From an optimization exercise on the open Yosys and OpenROAD flow, aimed at small area; shortcuts taken in it are not production practice.
Only simulation tests tie the RTL to the original design; equivalence was not proved.

==> flow/design.v <==
package neural_compressor_pkg;
    parameter int DATA_WIDTH = 32;         
    typedef struct packed {
        logic [15:0] sample_count;
        logic [15:0] spike_count;
        logic [7:0]  compression_ratio;
        logic        overflow;
    } compress_stats_t;
endpackage
import neural_compressor_pkg::*;
module fixed_point_filter
(
    input  logic                    clk,
    input  logic                    rst_n,
    input  logic [DATA_WIDTH-1:0]   data_in,
    input  logic                    valid_in,
    output logic                    ready_out,
    output logic [DATA_WIDTH-1:0]   data_out,
    output logic                    valid_out,
    input  logic                    ready_in,
    input  logic                    taken,
    output logic [DATA_WIDTH-1:0]   delta_out
);
    logic [3:0] cnt;
    logic       fresh;     
    logic [29:0] xr;       
    logic [12:0] hf;       
    logic [31:0] yr;       
    logic [31:0] s1, s2, s3, s4;  
    logic [31:0] dr;       
    logic        dz;       
    wire idle  = (cnt == 4'd0);
    wire outc  = (cnt == 4'd11);
    wire last  = outc & ~valid_out;
    wire shy   = (~idle & ~outc) | last;
    wire shs   = ((cnt >= 4'd4) & ~outc) | last;
    wire clrh  = idle | outc;
    wire c4    = (cnt == 4'd4);
    assign ready_out = idle;
    assign data_out  = yr;
    assign delta_out = dz ? 32'd0 : dr;
    always_ff @(posedge clk or negedge rst_n) begin
        if (!rst_n) begin
            cnt       <= 4'd0;
            valid_out <= 1'b0;
            fresh     <= 1'b1;
        end else begin
            valid_out <= outc;
            if (last) fresh <= 1'b0;
            if (idle) begin
                if (valid_in) cnt <= 4'd1;
            end else if (outc) begin
                if (ready_in) cnt <= 4'd0;
            end else begin
                cnt <= cnt + 4'd1;
            end
        end
    end
    wire [3:0] xs  = idle ? data_in[3:0] : xr[5:2];
    wire [1:0] hdx = idle ? 2'd0 : xr[1:0];
    wire [5:0] wx = {xs, hdx};
    wire [7:0] yg  = fresh ? 8'd0 : yr[7:0];
    wire [3:0] fs  = clrh ? yg[3:0] : yg[7:4];
    wire [3:0] hdf = idle ? 4'd0 : yg[3:0];
    wire [20:0] wf = {fs, hdf, hf};
    logic cy1, cy2, cy4, cy5, cy6, cy7, cy8, cy9, cy10, cy12, cy14, cy15, cy16, cy17, cy18, cy19, cy21, cy22, cy24, cy25, cy26, cy27, cy28, cy30, cy31, cy32, cy33, cy34, cy35, cy36, cy37, cy39, cy40;
    wire [3:0] a1g = fresh ? 4'd0 : s1[3:0];
    wire [3:0] a2g = fresh ? 4'd0 : s2[3:0];
    wire [3:0] a3g = fresh ? 4'd0 : s3[3:0];
    wire [3:0] a4g = fresh ? 4'd0 : s4[3:0];
    wire [3:0] dg  = dz ? 4'd0 : dr[3:0];
    wire ci1 = cy1 & ~idle;
    wire [4:0] k1;
    wire [3:0] sm1;
    assign k1[0] = ci1;
    assign sm1[0] = wx[2] ^ wx[0] ^ k1[0];
    assign k1[1] = (wx[2] & wx[0]) | (k1[0] & (wx[2] ^ wx[0]));
    assign sm1[1] = wx[3] ^ wx[1] ^ k1[1];
    assign k1[2] = (wx[3] & wx[1]) | (k1[1] & (wx[3] ^ wx[1]));
    assign sm1[2] = wx[4] ^ wx[2] ^ k1[2];
    assign k1[3] = (wx[4] & wx[2]) | (k1[2] & (wx[4] ^ wx[2]));
    assign sm1[3] = wx[5] ^ wx[3] ^ k1[3];
    assign k1[4] = (wx[5] & wx[3]) | (k1[3] & (wx[5] ^ wx[3]));
    logic [12:0] hu;
    wire [16:0] wu = {sm1, hu[12:9] & {4{~idle}}, hu[8:0]};
    wire ci2 = cy2 & ~idle;
    wire [4:0] k2;
    wire [3:0] sm2;
    assign k2[0] = ci2;
    assign sm2[0] = wf[15] ^ wf[13] ^ k2[0];
    assign k2[1] = (wf[15] & wf[13]) | (k2[0] & (wf[15] ^ wf[13]));
    assign sm2[1] = wf[16] ^ wf[14] ^ k2[1];
    assign k2[2] = (wf[16] & wf[14]) | (k2[1] & (wf[16] ^ wf[14]));
    assign sm2[2] = wf[17] ^ wf[15] ^ k2[2];
    assign k2[3] = (wf[17] & wf[15]) | (k2[2] & (wf[17] ^ wf[15]));
    assign sm2[3] = wf[18] ^ wf[16] ^ k2[3];
    assign k2[4] = (wf[18] & wf[16]) | (k2[3] & (wf[18] ^ wf[16]));
    logic [12:0] hv;
    wire [16:0] wv = {sm2, hv[12:9] & {4{~idle}}, hv[8:0]};
    wire [3:0] n3 = ~wu[16:13];
    wire ci4 = cy4 | idle;
    wire [4:0] k4;
    wire [3:0] sm4;
    assign k4[0] = ci4;
    assign sm4[0] = n3[0] ^ wu[4] ^ k4[0];
    assign k4[1] = (n3[0] & wu[4]) | (k4[0] & (n3[0] ^ wu[4]));
    assign sm4[1] = n3[1] ^ wu[5] ^ k4[1];
    assign k4[2] = (n3[1] & wu[5]) | (k4[1] & (n3[1] ^ wu[5]));
    assign sm4[2] = n3[2] ^ wu[6] ^ k4[2];
    assign k4[3] = (n3[2] & wu[6]) | (k4[2] & (n3[2] ^ wu[6]));
    assign sm4[3] = n3[3] ^ wu[7] ^ k4[3];
    assign k4[4] = (n3[3] & wu[7]) | (k4[3] & (n3[3] ^ wu[7]));
    wire ci5 = cy5 & ~idle;
    wire [4:0] k5;
    wire [3:0] sm5;
    assign k5[0] = ci5;
    assign sm5[0] = sm4[0] ^ wu[6] ^ k5[0];
    assign k5[1] = (sm4[0] & wu[6]) | (k5[0] & (sm4[0] ^ wu[6]));
    assign sm5[1] = sm4[1] ^ wu[7] ^ k5[1];
    assign k5[2] = (sm4[1] & wu[7]) | (k5[1] & (sm4[1] ^ wu[7]));
    assign sm5[2] = sm4[2] ^ wu[8] ^ k5[2];
    assign k5[3] = (sm4[2] & wu[8]) | (k5[2] & (sm4[2] ^ wu[8]));
    assign sm5[3] = sm4[3] ^ wu[9] ^ k5[3];
    assign k5[4] = (sm4[3] & wu[9]) | (k5[3] & (sm4[3] ^ wu[9]));
    wire ci6 = cy6 & ~idle;
    wire [4:0] k6;
    wire [3:0] sm6;
    assign k6[0] = ci6;
    assign sm6[0] = sm5[0] ^ wu[8] ^ k6[0];
    assign k6[1] = (sm5[0] & wu[8]) | (k6[0] & (sm5[0] ^ wu[8]));
    assign sm6[1] = sm5[1] ^ wu[9] ^ k6[1];
    assign k6[2] = (sm5[1] & wu[9]) | (k6[1] & (sm5[1] ^ wu[9]));
    assign sm6[2] = sm5[2] ^ wu[10] ^ k6[2];
    assign k6[3] = (sm5[2] & wu[10]) | (k6[2] & (sm5[2] ^ wu[10]));
    assign sm6[3] = sm5[3] ^ wu[11] ^ k6[3];
    assign k6[4] = (sm5[3] & wu[11]) | (k6[3] & (sm5[3] ^ wu[11]));
    wire ci7 = cy7 & ~idle;
    wire [4:0] k7;
    wire [3:0] sm7;
    assign k7[0] = ci7;
    assign sm7[0] = sm6[0] ^ wu[9] ^ k7[0];
    assign k7[1] = (sm6[0] & wu[9]) | (k7[0] & (sm6[0] ^ wu[9]));
    assign sm7[1] = sm6[1] ^ wu[10] ^ k7[1];
    assign k7[2] = (sm6[1] & wu[10]) | (k7[1] & (sm6[1] ^ wu[10]));
    assign sm7[2] = sm6[2] ^ wu[11] ^ k7[2];
    assign k7[3] = (sm6[2] & wu[11]) | (k7[2] & (sm6[2] ^ wu[11]));
    assign sm7[3] = sm6[3] ^ wu[12] ^ k7[3];
    assign k7[4] = (sm6[3] & wu[12]) | (k7[3] & (sm6[3] ^ wu[12]));
    wire ci8 = cy8 & ~idle;
    wire [4:0] k8;
    wire [3:0] sm8;
    assign k8[0] = ci8;
    assign sm8[0] = wu[0] ^ wu[5] ^ k8[0];
    assign k8[1] = (wu[0] & wu[5]) | (k8[0] & (wu[0] ^ wu[5]));
    assign sm8[1] = wu[1] ^ wu[6] ^ k8[1];
    assign k8[2] = (wu[1] & wu[6]) | (k8[1] & (wu[1] ^ wu[6]));
    assign sm8[2] = wu[2] ^ wu[7] ^ k8[2];
    assign k8[3] = (wu[2] & wu[7]) | (k8[2] & (wu[2] ^ wu[7]));
    assign sm8[3] = wu[3] ^ wu[8] ^ k8[3];
    assign k8[4] = (wu[3] & wu[8]) | (k8[3] & (wu[3] ^ wu[8]));
    wire ci9 = cy9 & ~idle;
    wire [4:0] k9;
    wire [3:0] sm9;
    assign k9[0] = ci9;
    assign sm9[0] = sm8[0] ^ wu[8] ^ k9[0];
    assign k9[1] = (sm8[0] & wu[8]) | (k9[0] & (sm8[0] ^ wu[8]));
    assign sm9[1] = sm8[1] ^ wu[9] ^ k9[1];
    assign k9[2] = (sm8[1] & wu[9]) | (k9[1] & (sm8[1] ^ wu[9]));
    assign sm9[2] = sm8[2] ^ wu[10] ^ k9[2];
    assign k9[3] = (sm8[2] & wu[10]) | (k9[2] & (sm8[2] ^ wu[10]));
    assign sm9[3] = sm8[3] ^ wu[11] ^ k9[3];
    assign k9[4] = (sm8[3] & wu[11]) | (k9[3] & (sm8[3] ^ wu[11]));
    wire ci10 = cy10 & ~idle;
    wire [4:0] k10;
    wire [3:0] sm10;
    assign k10[0] = ci10;
    assign sm10[0] = sm9[0] ^ wu[12] ^ k10[0];
    assign k10[1] = (sm9[0] & wu[12]) | (k10[0] & (sm9[0] ^ wu[12]));
    assign sm10[1] = sm9[1] ^ wu[13] ^ k10[1];
    assign k10[2] = (sm9[1] & wu[13]) | (k10[1] & (sm9[1] ^ wu[13]));
    assign sm10[2] = sm9[2] ^ wu[14] ^ k10[2];
    assign k10[3] = (sm9[2] & wu[14]) | (k10[2] & (sm9[2] ^ wu[14]));
    assign sm10[3] = sm9[3] ^ wu[15] ^ k10[3];
    assign k10[4] = (sm9[3] & wu[15]) | (k10[3] & (sm9[3] ^ wu[15]));
    wire [3:0] n11 = ~sm10;
    wire ci12 = cy12 | idle;
    wire [4:0] k12;
    wire [3:0] sm12;
    assign k12[0] = ci12;
    assign sm12[0] = n11[0] ^ wx[0] ^ k12[0];
    assign k12[1] = (n11[0] & wx[0]) | (k12[0] & (n11[0] ^ wx[0]));
    assign sm12[1] = n11[1] ^ wx[1] ^ k12[1];
    assign k12[2] = (n11[1] & wx[1]) | (k12[1] & (n11[1] ^ wx[1]));
    assign sm12[2] = n11[2] ^ wx[2] ^ k12[2];
    assign k12[3] = (n11[2] & wx[2]) | (k12[2] & (n11[2] ^ wx[2]));
    assign sm12[3] = n11[3] ^ wx[3] ^ k12[3];
    assign k12[4] = (n11[3] & wx[3]) | (k12[3] & (n11[3] ^ wx[3]));
    wire [3:0] n13 = ~wf[8:5];
    wire ci14 = cy14 & ~idle;
    wire [4:0] k14;
    wire [3:0] sm14;
    assign k14[0] = ci14;
    assign sm14[0] = n13[0] ^ wf[15] ^ k14[0];
    assign k14[1] = (n13[0] & wf[15]) | (k14[0] & (n13[0] ^ wf[15]));
    assign sm14[1] = n13[1] ^ wf[16] ^ k14[1];
    assign k14[2] = (n13[1] & wf[16]) | (k14[1] & (n13[1] ^ wf[16]));
    assign sm14[2] = n13[2] ^ wf[17] ^ k14[2];
    assign k14[3] = (n13[2] & wf[17]) | (k14[2] & (n13[2] ^ wf[17]));
    assign sm14[3] = n13[3] ^ wf[18] ^ k14[3];
    assign k14[4] = (n13[3] & wf[18]) | (k14[3] & (n13[3] ^ wf[18]));
    wire ci15 = cy15 & ~idle;
    wire [4:0] k15;
    wire [3:0] sm15;
    assign k15[0] = ci15;
    assign sm15[0] = sm14[0] ^ wv[0] ^ k15[0];
    assign k15[1] = (sm14[0] & wv[0]) | (k15[0] & (sm14[0] ^ wv[0]));
    assign sm15[1] = sm14[1] ^ wv[1] ^ k15[1];
    assign k15[2] = (sm14[1] & wv[1]) | (k15[1] & (sm14[1] ^ wv[1]));
    assign sm15[2] = sm14[2] ^ wv[2] ^ k15[2];
    assign k15[3] = (sm14[2] & wv[2]) | (k15[2] & (sm14[2] ^ wv[2]));
    assign sm15[3] = sm14[3] ^ wv[3] ^ k15[3];
    assign k15[4] = (sm14[3] & wv[3]) | (k15[3] & (sm14[3] ^ wv[3]));
    wire ci16 = cy16 & ~idle;
    wire [4:0] k16;
    wire [3:0] sm16;
    assign k16[0] = ci16;
    assign sm16[0] = sm15[0] ^ wv[10] ^ k16[0];
    assign k16[1] = (sm15[0] & wv[10]) | (k16[0] & (sm15[0] ^ wv[10]));
    assign sm16[1] = sm15[1] ^ wv[11] ^ k16[1];
    assign k16[2] = (sm15[1] & wv[11]) | (k16[1] & (sm15[1] ^ wv[11]));
    assign sm16[2] = sm15[2] ^ wv[12] ^ k16[2];
    assign k16[3] = (sm15[2] & wv[12]) | (k16[2] & (sm15[2] ^ wv[12]));
    assign sm16[3] = sm15[3] ^ wv[13] ^ k16[3];
    assign k16[4] = (sm15[3] & wv[13]) | (k16[3] & (sm15[3] ^ wv[13]));
    wire ci17 = cy17 & ~idle;
    wire [4:0] k17;
    wire [3:0] sm17;
    assign k17[0] = ci17;
    assign sm17[0] = wf[3] ^ wf[16] ^ k17[0];
    assign k17[1] = (wf[3] & wf[16]) | (k17[0] & (wf[3] ^ wf[16]));
    assign sm17[1] = wf[4] ^ wf[17] ^ k17[1];
    assign k17[2] = (wf[4] & wf[17]) | (k17[1] & (wf[4] ^ wf[17]));
    assign sm17[2] = wf[5] ^ wf[18] ^ k17[2];
    assign k17[3] = (wf[5] & wf[18]) | (k17[2] & (wf[5] ^ wf[18]));
    assign sm17[3] = wf[6] ^ wf[19] ^ k17[3];
    assign k17[4] = (wf[6] & wf[19]) | (k17[3] & (wf[6] ^ wf[19]));
    wire ci18 = cy18 & ~idle;
    wire [4:0] k18;
    wire [3:0] sm18;
    assign k18[0] = ci18;
    assign sm18[0] = sm17[0] ^ wv[0] ^ k18[0];
    assign k18[1] = (sm17[0] & wv[0]) | (k18[0] & (sm17[0] ^ wv[0]));
    assign sm18[1] = sm17[1] ^ wv[1] ^ k18[1];
    assign k18[2] = (sm17[1] & wv[1]) | (k18[1] & (sm17[1] ^ wv[1]));
    assign sm18[2] = sm17[2] ^ wv[2] ^ k18[2];
    assign k18[3] = (sm17[2] & wv[2]) | (k18[2] & (sm17[2] ^ wv[2]));
    assign sm18[3] = sm17[3] ^ wv[3] ^ k18[3];
    assign k18[4] = (sm17[3] & wv[3]) | (k18[3] & (sm17[3] ^ wv[3]));
    wire ci19 = cy19 & ~idle;
    wire [4:0] k19;
    wire [3:0] sm19;
    assign k19[0] = ci19;
    assign sm19[0] = sm18[0] ^ wv[11] ^ k19[0];
    assign k19[1] = (sm18[0] & wv[11]) | (k19[0] & (sm18[0] ^ wv[11]));
    assign sm19[1] = sm18[1] ^ wv[12] ^ k19[1];
    assign k19[2] = (sm18[1] & wv[12]) | (k19[1] & (sm18[1] ^ wv[12]));
    assign sm19[2] = sm18[2] ^ wv[13] ^ k19[2];
    assign k19[3] = (sm18[2] & wv[13]) | (k19[2] & (sm18[2] ^ wv[13]));
    assign sm19[3] = sm18[3] ^ wv[14] ^ k19[3];
    assign k19[4] = (sm18[3] & wv[14]) | (k19[3] & (sm18[3] ^ wv[14]));
    wire [3:0] n20 = ~sm19;
    wire ci21 = cy21 & ~idle;
    wire [4:0] k21;
    wire [3:0] sm21;
    assign k21[0] = ci21;
    assign sm21[0] = n20[0] ^ wf[6] ^ k21[0];
    assign k21[1] = (n20[0] & wf[6]) | (k21[0] & (n20[0] ^ wf[6]));
    assign sm21[1] = n20[1] ^ wf[7] ^ k21[1];
    assign k21[2] = (n20[1] & wf[7]) | (k21[1] & (n20[1] ^ wf[7]));
    assign sm21[2] = n20[2] ^ wf[8] ^ k21[2];
    assign k21[3] = (n20[2] & wf[8]) | (k21[2] & (n20[2] ^ wf[8]));
    assign sm21[3] = n20[3] ^ wf[9] ^ k21[3];
    assign k21[4] = (n20[3] & wf[9]) | (k21[3] & (n20[3] ^ wf[9]));
    wire ci22 = cy22 & ~idle;
    wire [4:0] k22;
    wire [3:0] sm22;
    assign k22[0] = ci22;
    assign sm22[0] = wf[17] ^ wv[3] ^ k22[0];
    assign k22[1] = (wf[17] & wv[3]) | (k22[0] & (wf[17] ^ wv[3]));
    assign sm22[1] = wf[18] ^ wv[4] ^ k22[1];
    assign k22[2] = (wf[18] & wv[4]) | (k22[1] & (wf[18] ^ wv[4]));
    assign sm22[2] = wf[19] ^ wv[5] ^ k22[2];
    assign k22[3] = (wf[19] & wv[5]) | (k22[2] & (wf[19] ^ wv[5]));
    assign sm22[3] = wf[20] ^ wv[6] ^ k22[3];
    assign k22[4] = (wf[20] & wv[6]) | (k22[3] & (wf[20] ^ wv[6]));
    wire [3:0] n23 = ~sm22;
    wire ci24 = cy24 & ~idle;
    wire [4:0] k24;
    wire [3:0] sm24;
    assign k24[0] = ci24;
    assign sm24[0] = n23[0] ^ wf[0] ^ k24[0];
    assign k24[1] = (n23[0] & wf[0]) | (k24[0] & (n23[0] ^ wf[0]));
    assign sm24[1] = n23[1] ^ wf[1] ^ k24[1];
    assign k24[2] = (n23[1] & wf[1]) | (k24[1] & (n23[1] ^ wf[1]));
    assign sm24[2] = n23[2] ^ wf[2] ^ k24[2];
    assign k24[3] = (n23[2] & wf[2]) | (k24[2] & (n23[2] ^ wf[2]));
    assign sm24[3] = n23[3] ^ wf[3] ^ k24[3];
    assign k24[4] = (n23[3] & wf[3]) | (k24[3] & (n23[3] ^ wf[3]));
    wire ci25 = cy25 & ~idle;
    wire [4:0] k25;
    wire [3:0] sm25;
    assign k25[0] = ci25;
    assign sm25[0] = sm24[0] ^ wv[8] ^ k25[0];
    assign k25[1] = (sm24[0] & wv[8]) | (k25[0] & (sm24[0] ^ wv[8]));
    assign sm25[1] = sm24[1] ^ wv[9] ^ k25[1];
    assign k25[2] = (sm24[1] & wv[9]) | (k25[1] & (sm24[1] ^ wv[9]));
    assign sm25[2] = sm24[2] ^ wv[10] ^ k25[2];
    assign k25[3] = (sm24[2] & wv[10]) | (k25[2] & (sm24[2] ^ wv[10]));
    assign sm25[3] = sm24[3] ^ wv[11] ^ k25[3];
    assign k25[4] = (sm24[3] & wv[11]) | (k25[3] & (sm24[3] ^ wv[11]));
    wire ci26 = cy26 & ~idle;
    wire [4:0] k26;
    wire [3:0] sm26;
    assign k26[0] = ci26;
    assign sm26[0] = sm25[0] ^ wv[10] ^ k26[0];
    assign k26[1] = (sm25[0] & wv[10]) | (k26[0] & (sm25[0] ^ wv[10]));
    assign sm26[1] = sm25[1] ^ wv[11] ^ k26[1];
    assign k26[2] = (sm25[1] & wv[11]) | (k26[1] & (sm25[1] ^ wv[11]));
    assign sm26[2] = sm25[2] ^ wv[12] ^ k26[2];
    assign k26[3] = (sm25[2] & wv[12]) | (k26[2] & (sm25[2] ^ wv[12]));
    assign sm26[3] = sm25[3] ^ wv[13] ^ k26[3];
    assign k26[4] = (sm25[3] & wv[13]) | (k26[3] & (sm25[3] ^ wv[13]));
    wire ci27 = cy27 & ~idle;
    wire [4:0] k27;
    wire [3:0] sm27;
    assign k27[0] = ci27;
    assign sm27[0] = sm26[0] ^ wv[13] ^ k27[0];
    assign k27[1] = (sm26[0] & wv[13]) | (k27[0] & (sm26[0] ^ wv[13]));
    assign sm27[1] = sm26[1] ^ wv[14] ^ k27[1];
    assign k27[2] = (sm26[1] & wv[14]) | (k27[1] & (sm26[1] ^ wv[14]));
    assign sm27[2] = sm26[2] ^ wv[15] ^ k27[2];
    assign k27[3] = (sm26[2] & wv[15]) | (k27[2] & (sm26[2] ^ wv[15]));
    assign sm27[3] = sm26[3] ^ wv[16] ^ k27[3];
    assign k27[4] = (sm26[3] & wv[16]) | (k27[3] & (sm26[3] ^ wv[16]));
    wire ci28 = cy28 & ~idle;
    wire [4:0] k28;
    wire [3:0] sm28;
    assign k28[0] = ci28;
    assign sm28[0] = wf[3] ^ wf[17] ^ k28[0];
    assign k28[1] = (wf[3] & wf[17]) | (k28[0] & (wf[3] ^ wf[17]));
    assign sm28[1] = wf[4] ^ wf[18] ^ k28[1];
    assign k28[2] = (wf[4] & wf[18]) | (k28[1] & (wf[4] ^ wf[18]));
    assign sm28[2] = wf[5] ^ wf[19] ^ k28[2];
    assign k28[3] = (wf[5] & wf[19]) | (k28[2] & (wf[5] ^ wf[19]));
    assign sm28[3] = wf[6] ^ wf[20] ^ k28[3];
    assign k28[4] = (wf[6] & wf[20]) | (k28[3] & (wf[6] ^ wf[20]));
    wire [3:0] n29 = ~sm28;
    wire ci30 = cy30 & ~idle;
    wire [4:0] k30;
    wire [3:0] sm30;
    assign k30[0] = ci30;
    assign sm30[0] = n29[0] ^ wf[13] ^ k30[0];
    assign k30[1] = (n29[0] & wf[13]) | (k30[0] & (n29[0] ^ wf[13]));
    assign sm30[1] = n29[1] ^ wf[14] ^ k30[1];
    assign k30[2] = (n29[1] & wf[14]) | (k30[1] & (n29[1] ^ wf[14]));
    assign sm30[2] = n29[2] ^ wf[15] ^ k30[2];
    assign k30[3] = (n29[2] & wf[15]) | (k30[2] & (n29[2] ^ wf[15]));
    assign sm30[3] = n29[3] ^ wf[16] ^ k30[3];
    assign k30[4] = (n29[3] & wf[16]) | (k30[3] & (n29[3] ^ wf[16]));
    wire ci31 = cy31 & ~idle;
    wire [4:0] k31;
    wire [3:0] sm31;
    assign k31[0] = ci31;
    assign sm31[0] = sm30[0] ^ wv[8] ^ k31[0];
    assign k31[1] = (sm30[0] & wv[8]) | (k31[0] & (sm30[0] ^ wv[8]));
    assign sm31[1] = sm30[1] ^ wv[9] ^ k31[1];
    assign k31[2] = (sm30[1] & wv[9]) | (k31[1] & (sm30[1] ^ wv[9]));
    assign sm31[2] = sm30[2] ^ wv[10] ^ k31[2];
    assign k31[3] = (sm30[2] & wv[10]) | (k31[2] & (sm30[2] ^ wv[10]));
    assign sm31[3] = sm30[3] ^ wv[11] ^ k31[3];
    assign k31[4] = (sm30[3] & wv[11]) | (k31[3] & (sm30[3] ^ wv[11]));
    wire ci32 = cy32 & ~c4;
    wire [4:0] k32;
    wire [3:0] sm32;
    assign k32[0] = ci32;
    assign sm32[0] = a1g[0] ^ sm7[0] ^ k32[0];
    assign k32[1] = (a1g[0] & sm7[0]) | (k32[0] & (a1g[0] ^ sm7[0]));
    assign sm32[1] = a1g[1] ^ sm7[1] ^ k32[1];
    assign k32[2] = (a1g[1] & sm7[1]) | (k32[1] & (a1g[1] ^ sm7[1]));
    assign sm32[2] = a1g[2] ^ sm7[2] ^ k32[2];
    assign k32[3] = (a1g[2] & sm7[2]) | (k32[2] & (a1g[2] ^ sm7[2]));
    assign sm32[3] = a1g[3] ^ sm7[3] ^ k32[3];
    assign k32[4] = (a1g[3] & sm7[3]) | (k32[3] & (a1g[3] ^ sm7[3]));
    wire ci33 = cy33 | c4;
    wire [4:0] k33;
    wire [3:0] sm33;
    assign k33[0] = ci33;
    assign sm33[0] = a2g[0] ^ sm16[0] ^ k33[0];
    assign k33[1] = (a2g[0] & sm16[0]) | (k33[0] & (a2g[0] ^ sm16[0]));
    assign sm33[1] = a2g[1] ^ sm16[1] ^ k33[1];
    assign k33[2] = (a2g[1] & sm16[1]) | (k33[1] & (a2g[1] ^ sm16[1]));
    assign sm33[2] = a2g[2] ^ sm16[2] ^ k33[2];
    assign k33[3] = (a2g[2] & sm16[2]) | (k33[2] & (a2g[2] ^ sm16[2]));
    assign sm33[3] = a2g[3] ^ sm16[3] ^ k33[3];
    assign k33[4] = (a2g[3] & sm16[3]) | (k33[3] & (a2g[3] ^ sm16[3]));
    wire ci34 = cy34 | c4;
    wire [4:0] k34;
    wire [3:0] sm34;
    assign k34[0] = ci34;
    assign sm34[0] = a3g[0] ^ sm12[0] ^ k34[0];
    assign k34[1] = (a3g[0] & sm12[0]) | (k34[0] & (a3g[0] ^ sm12[0]));
    assign sm34[1] = a3g[1] ^ sm12[1] ^ k34[1];
    assign k34[2] = (a3g[1] & sm12[1]) | (k34[1] & (a3g[1] ^ sm12[1]));
    assign sm34[2] = a3g[2] ^ sm12[2] ^ k34[2];
    assign k34[3] = (a3g[2] & sm12[2]) | (k34[2] & (a3g[2] ^ sm12[2]));
    assign sm34[3] = a3g[3] ^ sm12[3] ^ k34[3];
    assign k34[4] = (a3g[3] & sm12[3]) | (k34[3] & (a3g[3] ^ sm12[3]));
    wire ci35 = cy35 & ~c4;
    wire [4:0] k35;
    wire [3:0] sm35;
    assign k35[0] = ci35;
    assign sm35[0] = sm34[0] ^ sm21[0] ^ k35[0];
    assign k35[1] = (sm34[0] & sm21[0]) | (k35[0] & (sm34[0] ^ sm21[0]));
    assign sm35[1] = sm34[1] ^ sm21[1] ^ k35[1];
    assign k35[2] = (sm34[1] & sm21[1]) | (k35[1] & (sm34[1] ^ sm21[1]));
    assign sm35[2] = sm34[2] ^ sm21[2] ^ k35[2];
    assign k35[3] = (sm34[2] & sm21[2]) | (k35[2] & (sm34[2] ^ sm21[2]));
    assign sm35[3] = sm34[3] ^ sm21[3] ^ k35[3];
    assign k35[4] = (sm34[3] & sm21[3]) | (k35[3] & (sm34[3] ^ sm21[3]));
    wire ci36 = cy36 | c4;
    wire [4:0] k36;
    wire [3:0] sm36;
    assign k36[0] = ci36;
    assign sm36[0] = a4g[0] ^ sm27[0] ^ k36[0];
    assign k36[1] = (a4g[0] & sm27[0]) | (k36[0] & (a4g[0] ^ sm27[0]));
    assign sm36[1] = a4g[1] ^ sm27[1] ^ k36[1];
    assign k36[2] = (a4g[1] & sm27[1]) | (k36[1] & (a4g[1] ^ sm27[1]));
    assign sm36[2] = a4g[2] ^ sm27[2] ^ k36[2];
    assign k36[3] = (a4g[2] & sm27[2]) | (k36[2] & (a4g[2] ^ sm27[2]));
    assign sm36[3] = a4g[3] ^ sm27[3] ^ k36[3];
    assign k36[4] = (a4g[3] & sm27[3]) | (k36[3] & (a4g[3] ^ sm27[3]));
    wire ci37 = cy37 | c4;
    wire [4:0] k37;
    wire [3:0] sm37;
    assign k37[0] = ci37;
    assign sm37[0] = sm7[0] ^ sm31[0] ^ k37[0];
    assign k37[1] = (sm7[0] & sm31[0]) | (k37[0] & (sm7[0] ^ sm31[0]));
    assign sm37[1] = sm7[1] ^ sm31[1] ^ k37[1];
    assign k37[2] = (sm7[1] & sm31[1]) | (k37[1] & (sm7[1] ^ sm31[1]));
    assign sm37[2] = sm7[2] ^ sm31[2] ^ k37[2];
    assign k37[3] = (sm7[2] & sm31[2]) | (k37[2] & (sm7[2] ^ sm31[2]));
    assign sm37[3] = sm7[3] ^ sm31[3] ^ k37[3];
    assign k37[4] = (sm7[3] & sm31[3]) | (k37[3] & (sm7[3] ^ sm31[3]));
    wire [3:0] n38 = ~hf[4:1];
    wire ci39 = cy39 | c4;
    wire [4:0] k39;
    wire [3:0] sm39;
    assign k39[0] = ci39;
    assign sm39[0] = dg[0] ^ sm32[0] ^ k39[0];
    assign k39[1] = (dg[0] & sm32[0]) | (k39[0] & (dg[0] ^ sm32[0]));
    assign sm39[1] = dg[1] ^ sm32[1] ^ k39[1];
    assign k39[2] = (dg[1] & sm32[1]) | (k39[1] & (dg[1] ^ sm32[1]));
    assign sm39[2] = dg[2] ^ sm32[2] ^ k39[2];
    assign k39[3] = (dg[2] & sm32[2]) | (k39[2] & (dg[2] ^ sm32[2]));
    assign sm39[3] = dg[3] ^ sm32[3] ^ k39[3];
    assign k39[4] = (dg[3] & sm32[3]) | (k39[3] & (dg[3] ^ sm32[3]));
    wire ci40 = cy40 & ~c4;
    wire [4:0] k40;
    wire [3:0] sm40;
    assign k40[0] = ci40;
    assign sm40[0] = sm39[0] ^ n38[0] ^ k40[0];
    assign k40[1] = (sm39[0] & n38[0]) | (k40[0] & (sm39[0] ^ n38[0]));
    assign sm40[1] = sm39[1] ^ n38[1] ^ k40[1];
    assign k40[2] = (sm39[1] & n38[1]) | (k40[1] & (sm39[1] ^ n38[1]));
    assign sm40[2] = sm39[2] ^ n38[2] ^ k40[2];
    assign k40[3] = (sm39[2] & n38[2]) | (k40[2] & (sm39[2] ^ n38[2]));
    assign sm40[3] = sm39[3] ^ n38[3] ^ k40[3];
    assign k40[4] = (sm39[3] & n38[3]) | (k40[3] & (sm39[3] ^ n38[3]));
    always_ff @(posedge clk) begin
        xr <= idle ? data_in[31:2] : {{4{xr[29]}}, xr[29:4]};
        hf <= clrh ? 13'd0 : {yg[3:0], hf[12:4]};
        hu <= {sm1, clrh ? 9'd0 : hu[12:4]};
        hv <= {sm2, clrh ? 9'd0 : hv[12:4]};
        cy1 <= k1[4];
        cy2 <= k2[4];
        cy4 <= k4[4];
        cy5 <= k5[4];
        cy6 <= k6[4];
        cy7 <= k7[4];
        cy8 <= k8[4];
        cy9 <= k9[4];
        cy10 <= k10[4];
        cy12 <= k12[4];
        cy14 <= k14[4];
        cy15 <= k15[4];
        cy16 <= k16[4];
        cy17 <= k17[4];
        cy18 <= k18[4];
        cy19 <= k19[4];
        cy21 <= k21[4];
        cy22 <= k22[4];
        cy24 <= k24[4];
        cy25 <= k25[4];
        cy26 <= k26[4];
        cy27 <= k27[4];
        cy28 <= k28[4];
        cy30 <= k30[4];
        cy31 <= k31[4];
        cy32 <= k32[4];
        cy33 <= k33[4];
        cy34 <= k34[4];
        cy35 <= k35[4];
        cy36 <= k36[4];
        cy37 <= k37[4];
        cy39 <= k39[4];
        cy40 <= k40[4];
        if (taken) dz <= 1'b1;
        else if (last) dz <= 1'b0;
        if (shy) yr <= {(cnt <= 4'd3) ? {4{yr[31]}} : sm32, yr[31:4]};
        if (shs) begin
            s1 <= {sm33, s1[31:4]};
            s2 <= {sm35, s2[31:4]};
            s3 <= {sm36, s3[31:4]};
            s4 <= {sm37, s4[31:4]};
            dr <= {sm40, dr[31:4]};
        end
    end
endmodule
import neural_compressor_pkg::*;
module spike_detector
(
    input  logic                    clk,
    input  logic                    rst_n,
    input  logic [DATA_WIDTH-1:0]   data_in,
    input  logic                    valid_in,
    output logic                    spike_detected,
    output logic                    valid_out,
    input  logic                    ready_in,
    input  logic [DATA_WIDTH-1:0]   threshold,
    output logic [15:0]             spike_count
);
    logic [4:0] cnt;
    logic       window_full;
    logic       spike_flag;
    wire take = valid_in & ready_in;
    wire        neg = data_in[DATA_WIDTH-1];
    wire [31:0] mag = data_in ^ {32{neg}};
    logic [32:0] cmp;
    assign cmp[0] = neg;
    for (genvar i = 0; i < 32; i++) begin : g_cmp
        assign cmp[i+1] = (mag[i] & ~threshold[i]) | (cmp[i] & (mag[i] | ~threshold[i]));
    end
    wire threshold_exceeded = cmp[32];
    wire refractory = window_full & (cnt[3:0] != 4'd0);
    wire detect = window_full & (cnt[3:0] == 4'd0) & threshold_exceeded;
    wire inc = take & ~window_full;
    wire dec = take & refractory;
    wire hit = take & detect;
    always_ff @(posedge clk or negedge rst_n) begin
        if (!rst_n) begin
            cnt <= '0;
            window_full <= '0;
            spike_count <= '0;
            spike_flag <= '0;
            spike_detected <= '0;
            valid_out <= '0;
        end else begin
            valid_out <= take | (valid_out & valid_in & ~ready_in);
            spike_flag <= hit;
            if (take) spike_detected <= spike_flag;
            window_full <= window_full | (inc & (cnt == 5'd31));
            cnt <= hit ? 5'd8 : cnt + {{4{dec}}, dec | inc};
            spike_count <= spike_count + {15'd0, hit};
        end
    end
endmodule
import neural_compressor_pkg::*;
module delta_compressor
(
    input  logic                    clk,
    input  logic                    rst_n,
    input  logic [DATA_WIDTH-1:0]   data_in,
    input  logic [DATA_WIDTH-1:0]   delta_in,      
    input  logic                    spike_in,
    input  logic                    valid_in,
    input  logic                    ready_in,
    output logic [DATA_WIDTH-1:0]   compressed_out,
    output logic [1:0]              packet_type,   
    output logic                    valid_out,
    output neural_compressor_pkg::compress_stats_t stats,
    output logic                    take
);
    logic first_sample;
    logic [15:0] sample_cnt, spike_cnt;
    logic ratio_set;
    assign take = valid_in & ready_in;
    wire raw  = spike_in | first_sample;
    always_ff @(posedge clk or negedge rst_n) begin
        if (!rst_n) begin
            compressed_out <= '0;
            packet_type <= '0;
            valid_out <= '0;
            first_sample <= '1;
            sample_cnt <= '0;
            spike_cnt <= '0;
            ratio_set <= '0;
        end else begin
            valid_out <= take;
            ratio_set <= 1'b1;
            sample_cnt <= sample_cnt + {15'd0, valid_out};
            spike_cnt <= spike_cnt + {15'd0, valid_out & packet_type[1] & ~packet_type[0]};
            if (take) begin
                compressed_out <= raw ? data_in : delta_in;
                packet_type <= {raw, ~spike_in & first_sample};
                first_sample <= 1'b0;
            end
        end
    end
    assign stats.sample_count = sample_cnt;
    assign stats.spike_count = spike_cnt;
    assign stats.compression_ratio = {1'b0, ratio_set, ratio_set, 2'b00, ratio_set, 2'b00};
    assign stats.overflow = 1'b0;
endmodule
import neural_compressor_pkg::*;
module neural_compressor_top
(
    input  logic        clk,
    input  logic        rst_n,
    input  logic [DATA_WIDTH-1:0]   s_axis_tdata,
    input  logic                    s_axis_tvalid,
    output logic                    s_axis_tready,
    input  logic                    s_axis_tlast,
    output logic [DATA_WIDTH-1:0]   m_axis_tdata,
    output logic [1:0]              m_axis_tuser,   
    output logic                    m_axis_tvalid,
    input  logic                    m_axis_tready,
    output logic                    m_axis_tlast,
    input  logic [DATA_WIDTH-1:0]   cfg_threshold,
    input  logic                    cfg_enable,
    output neural_compressor_pkg::compress_stats_t         stats,
    output logic [15:0]             spike_count
);
    logic [DATA_WIDTH-1:0] filtered_data;
    logic filtered_valid;
    logic spike_detected;
    logic detected_valid;
    logic [DATA_WIDTH-1:0] delta;
    logic taken;
    fixed_point_filter u_filter (
        .clk        (clk),
        .rst_n      (rst_n),
        .data_in    (s_axis_tdata),
        .valid_in   (s_axis_tvalid && cfg_enable),
        .ready_out  (s_axis_tready),
        .data_out   (filtered_data),
        .valid_out  (filtered_valid),
        .ready_in   (m_axis_tready),
        .taken      (taken),
        .delta_out  (delta)
    );
    spike_detector u_detector (
        .clk            (clk),
        .rst_n          (rst_n),
        .data_in        (filtered_data),
        .valid_in       (filtered_valid),
        .spike_detected (spike_detected),
        .valid_out      (detected_valid),
        .ready_in       (m_axis_tready),
        .threshold      (cfg_threshold),
        .spike_count    (spike_count)
    );
    delta_compressor u_compressor (
        .clk            (clk),
        .rst_n          (rst_n),
        .data_in        (filtered_data),
        .delta_in       (delta),
        .spike_in       (spike_detected),
        .valid_in       (detected_valid),
        .ready_in       (m_axis_tready),
        .compressed_out (m_axis_tdata),
        .packet_type    (m_axis_tuser),
        .valid_out      (m_axis_tvalid),
        .stats          (stats),
        .take           (taken)
    );
    logic tlast_pending;
    always_ff @(posedge clk or negedge rst_n) begin
        if (!rst_n) begin
            tlast_pending <= '0;
            m_axis_tlast <= '0;
        end else begin
            if (s_axis_tvalid && s_axis_tready && s_axis_tlast)
                tlast_pending <= '1;
            if (m_axis_tvalid && m_axis_tready && tlast_pending) begin
                m_axis_tlast <= '1;
                tlast_pending <= '0;
            end else begin
                m_axis_tlast <= '0;
            end
        end
    end
endmodule
==> flow/flow/run.sh <==
#!/bin/bash
# Layout flow: the standard ORFS flow (standard.sh: standard synthesis,
# floorplan, placement, CTS, routing), with two changes:
#  - the I/O port buffers are the smallest buffer cell;
#  - the clock tree uses large leaf clusters of clkbuf_16 (clkbuf_8 above
#    them) and no dummy loads.
# ORFS keeps each step's full log under orfs/logs/; make's own output, and the
# final DEF export's, goes to make_flow.log here.
set -euo pipefail
export BUFFER_PORTS_ARGS="-buffer_cell sky130_fd_sc_hd__buf_1"
export CTS_ARGS="-sink_clustering_enable -repair_clock_nets -buf_list sky130_fd_sc_hd__clkbuf_16 -root_buf sky130_fd_sc_hd__clkbuf_8 -tree_buf sky130_fd_sc_hd__clkbuf_8 -sink_clustering_size 26 -sink_clustering_max_diameter 85 -dont_use_dummy_load"
bash standard.sh > make_flow.log 2>&1
==> flow/standard.sh <==
#!/bin/bash
# synth_recipe.tcl (not shown) runs the flow's synth.tcl, then flattens the netlist and writes it again
# the make line also repeats each setting of config.mk as NAME=value (left out here)
make -C /OpenROAD-flow-scripts/flow DESIGN_CONFIG=/design/flow/config.mk WORK_HOME=/design/flow/orfs CLKGATE_MAP_FILE= SYNTH_SCRIPT=/design/flow/synth_recipe.tcl "${@:-finish}"
==> flow/config.mk <==
export PLATFORM = sky130hd
export DESIGN_NAME = neural_compressor_top
export DESIGN_NICKNAME = neural_compressor_top
export VERILOG_FILES = /design/flow/design.v
export SDC_FILE = /design/flow/constraint.sdc
export NUM_CORES = 8
export LEC_CHECK = 0
export CAP_MARGIN = 20
export CORE_MARGIN = 2
export CORE_UTILIZATION = 80
export SLEW_MARGIN = 20
==> flow/constraint.sdc <==
create_clock -name core_clock -period 120.0 [get_ports {clk}]
set_input_delay 24.0000 -clock core_clock [delete_from_list [all_inputs] [get_ports {clk}]]
set_output_delay 24.0000 -clock core_clock [all_outputs]
set_load 0.01 [all_outputs]
==> flow_summary.json <==
{
  "outcome": "finished clean",
  "grt_antenna_before_repair": 0,
  "vias_per_cell": 5.969,
  "start_util_pct": 80.98,
  "skew_ns": 0.05732,
  "via_count": 10679,
  "clock_sinks": 397,
  "synth_area_sq_mm": 0.01756,
  "r2r.worst_path.cells": 21,
  "hold_depth": 0,
  "regToRegStartpoint": "u_filter.cnt[0]$_DFFE_PN0P_",
  "tns_ns": 0,
  "cp-end-kind": "flop",
  "r2r-end": "u_filter.dr[31]$_DFFE_PP_",
  "cts_buffers": 19,
  "hold_buffers": 0,
  "cp.depth": 17,
  "yosys_warnings": 4,
  "drt-initial-drc-count": 1145,
  "max_freq_mhz": 33.32,
  "cts_tree": "done",
  "rrSetupSlack_ns": 112.11,
  "grt_overflow": 0,
  "multiInputGateArea_sq_mm": 0.006317,
  "rows": 54,
  "grt_pass1_wl_mm": 57.37,
  "min_period_over_period_pct": 25.01,
  "slowest_delay_ns": 0.57,
  "root_buffer": "clkbuf_8",
  "fin_util_pct": 86.55,
  "postCtsResizedCells": 0,
  "port_buffers": 157,
  "min_from": "u_filter.s4[11]$_DFFE_PP_",
  "cts.clk_slew.worst_paths_ns": 0.11,
  "worst_setup_path_start_kind": "primary input",
  "syn2layout_area_growth_pct": 6.875,
  "dp_hpwl_mm": 25.53,
  "crit_required_ns": 120.38,
  "timing.final.ws_setup_ns": 89.99,
  "seq_area_sq_mm": 0.01039,
  "first_pass_iters": 6,
  "synthTopCellsByArea": "edfxtp_1, fa_1, dfrtp_1, dfxtp_1, nand2_1",
  "dieWidth_um": 152.2,
  "place_ws_ns": 89.35,
  "cp_common_cell": "fa_1",
  "fin_nets": 1726,
  "hold_violations": 0,
  "rsz0062_at_grt": "no",
  "tightest_slew_ns": 0.9151,
  "worst-setup-path-type": "primary input to flop",
  "holdPathEnd": "u_filter.s4[7]$_DFFE_PP_",
  "max_slew_margin_pct": 38.99,
  "syn_area_per_cell_sq_um": 12.79,
  "cts_buffer_depth": 3,
  "final_common_cell": "edfxtp_1",
  "synth_cells": 1373,
  "cp_max_fo": 3,
  "post_drt_wl_per_cell_um": 20.03,
  "post_route_cells_drive_above_1_share_pct": 3.247,
  "core_sq_mm": 0.02169,
  "synth_edf_count": 193,
  "grt_max_degree": 86,
  "io_pins": 164,
  "clkLatencyLatePin_ns": 0.60,
  "diodes": 0,
  "grt_use_total_pct": 31.79,
  "hold_path_class": "flop to flop",
  "synthDistinctLibCells": 58,
  "critPathBufInv": 5,
  "arrival_ns": 30.39,
  "setup_viol": 0,
  "totalWireLength_mm": 35.84,
  "fillers": 1020,
  "final_cell_mix": "edfxtp_1, nand2_1, inv_1",
  "whs_ns": 0.3754,
  "synth.ff_latch_count": 397,
  "yosysTopAreaCell": "edfxtp_1",
  "cap_violations": 0,
  "ctsHtreeMaxLevel": 1,
  "die_h_um": 152.2,
  "ant_nets": 0,
  "synth-async-reset-ratio_pct": 25.69,
  "crit_family": "adder cells",
  "cp_slowest_cell": "fa_1",
  "synth_top_area_share_pct": 33.00,
  "die_area_sq_mm": 0.02316,
  "drc_errors": 0,
  "ys.flop_type": "edfxtp_1",
  "min_period_ns": 30.01,
  "cts_setup_buffers": 0,
  "grt_pass1_vias": 10977,
  "cp_cell_sequence": "buf_1 -> mux2i_1 -> fa_1 -> fa_1 -> fa_1 -> inv_1 -> fa_1 -> fa_1 -> fa_1 -> fa_1 -> fa_1 -> inv_1 -> fa_1 -> fa_1 -> inv_1 -> fa_1 -> inv_1",
  "finalMaxSlewViolations": 0,
  "ys_seq_area_share_pct": 59.17,
  "place_congestion": 0.8884
}
-- sequential cells by signal, indices dropped and copies added, names as in the netlist, 16 cells and up --
register                     count
u_compressor.compressed_out     32
u_compressor.sample_cnt         16
u_compressor.spike_cnt          16
u_detector.spike_count          16
u_filter.dr                     32
u_filter.s1                     32
u_filter.s2                     32
u_filter.s3                     32
u_filter.s4                     32
u_filter.xr                     30
u_filter.yr                     32
-- layout make-up --
cell class | instances | share of cell area, %
clock buffer | 19 | 2.353
timing repair buffer | 165 | 3.480
inverter | 164 | 3.280
sequential | 397 | 55.37
tap | 280 | 1.866
multi-input combinational | 764 | 33.66
-- worst reg2reg max path: stages (launching register included) --
cell and delay (ns):
dfrtp_1 0.42, inv_1 0.10, ha_1 0.21, nand2_2 0.08
inv_1 0.09, buf_4 0.38, mux2i_1 0.60, fa_1 0.57
fa_1 0.49, fa_1 0.54, inv_1 0.06, fa_1 0.51
fa_1 0.52, fa_1 0.44, fa_1 0.49, fa_1 0.57
inv_1 0.08, fa_1 0.44, fa_1 0.51, inv_1 0.06
fa_1 0.51, inv_1 0.04
-- synthesized netlist by cell type (all sizes together), types with 10 or more instances --
master	number
o21ai	51
nor2	62
and3	22
xnor2	36
a221oi	17
o221ai	10
inv	164
and2	17
fa	133
nor3b	32
dfxtp	102
xor2	15
o22ai	11
buf	17
ha	12
clkbuf	36
nand3	22
dfrtp	100
nand2	180
edfxtp	193
a21oi	51
nand2b	19
-- logic make-up (layout without fill, tap and decap cells) --
group | Yosys count | count (layout) | share of synthesized area (%)
AOI/OAI and AO/OA | 172 | 172 | 6.426
xor gates and xnor gates | 51 | 51 | 2.543
adders and majority gates | 145 | 145 | 16.01
buffers and inverters | 217 | 348 | 5.136
DFF | 397 | 397 | 59.17
muxes | 8 | 8 | 0.4631
other | 2 | 7 | 0.04276
and+or+nand+nor | 381 | 381 | 10.20
-- how the worst max path moves through the flow --
stage,startpoint,to,slack (ns)
floorplan,s_axis_tdata[0],u_filter.dr[31]$_DFFE_PP_,89.84
global placement,s_axis_tdata[0],u_filter.dr[31]$_DFFE_PP_,89.60
detailed placement,s_axis_tdata[0],u_filter.dr[31]$_DFFE_PP_,89.35
CTS,s_axis_tdata[0],u_filter.dr[31]$_DFFE_PP_,89.97
global route,s_axis_tdata[0],u_filter.dr[31]$_DFFE_PP_,89.74
finish,s_axis_tdata[0],u_filter.dr[31]$_DFFE_PP_,89.99
-- metal layers --
metal	track usage [%]	part of all wire [%]	vias to the layer above
li1	-	-	4787
met1	43.93	38	5293
met2	53.24	50	509
met3	5.262	8.2	90
met4	10.32	3.4	0
met5	0	0	-
-- metrics by stage --
stage | cell area [sq um] | cells
global route | 18770 | 1789
finish | 18770 | 1789
floorplan | 17580 | 1378
detailed placement | 18320 | 1770
CTS | 18760 | 1789
global placement | 18320 | 1770

## what the ideal ports hide
In the flow no input, the clock included, has a driving cell. The finished layout below was timed again as built, in two steps.
Step 1: set_driving_cell puts a clkbuf_16 on clk and a buf_2 on each other input, an assumption about the parent block.
Step 2 moves the port delays by t, midway between the first and last clock arrival at a register: inputs arrive t later, outputs are due t later. That takes back most of the time a late clock gives input paths.
a / b / c = no drivers / after step 1 / after step 2; a / b = the first two.
t, ns: 0.619
slack for setup (ns): 89.988 / 90.009 / 89.390
worst setup path at the end: input to register
pins driven straight from the clock port: 1
After both steps this run still meets setup and hold. The setup slack of this run moves by +0.021 ns with the drivers and by -0.598 ns with both steps.
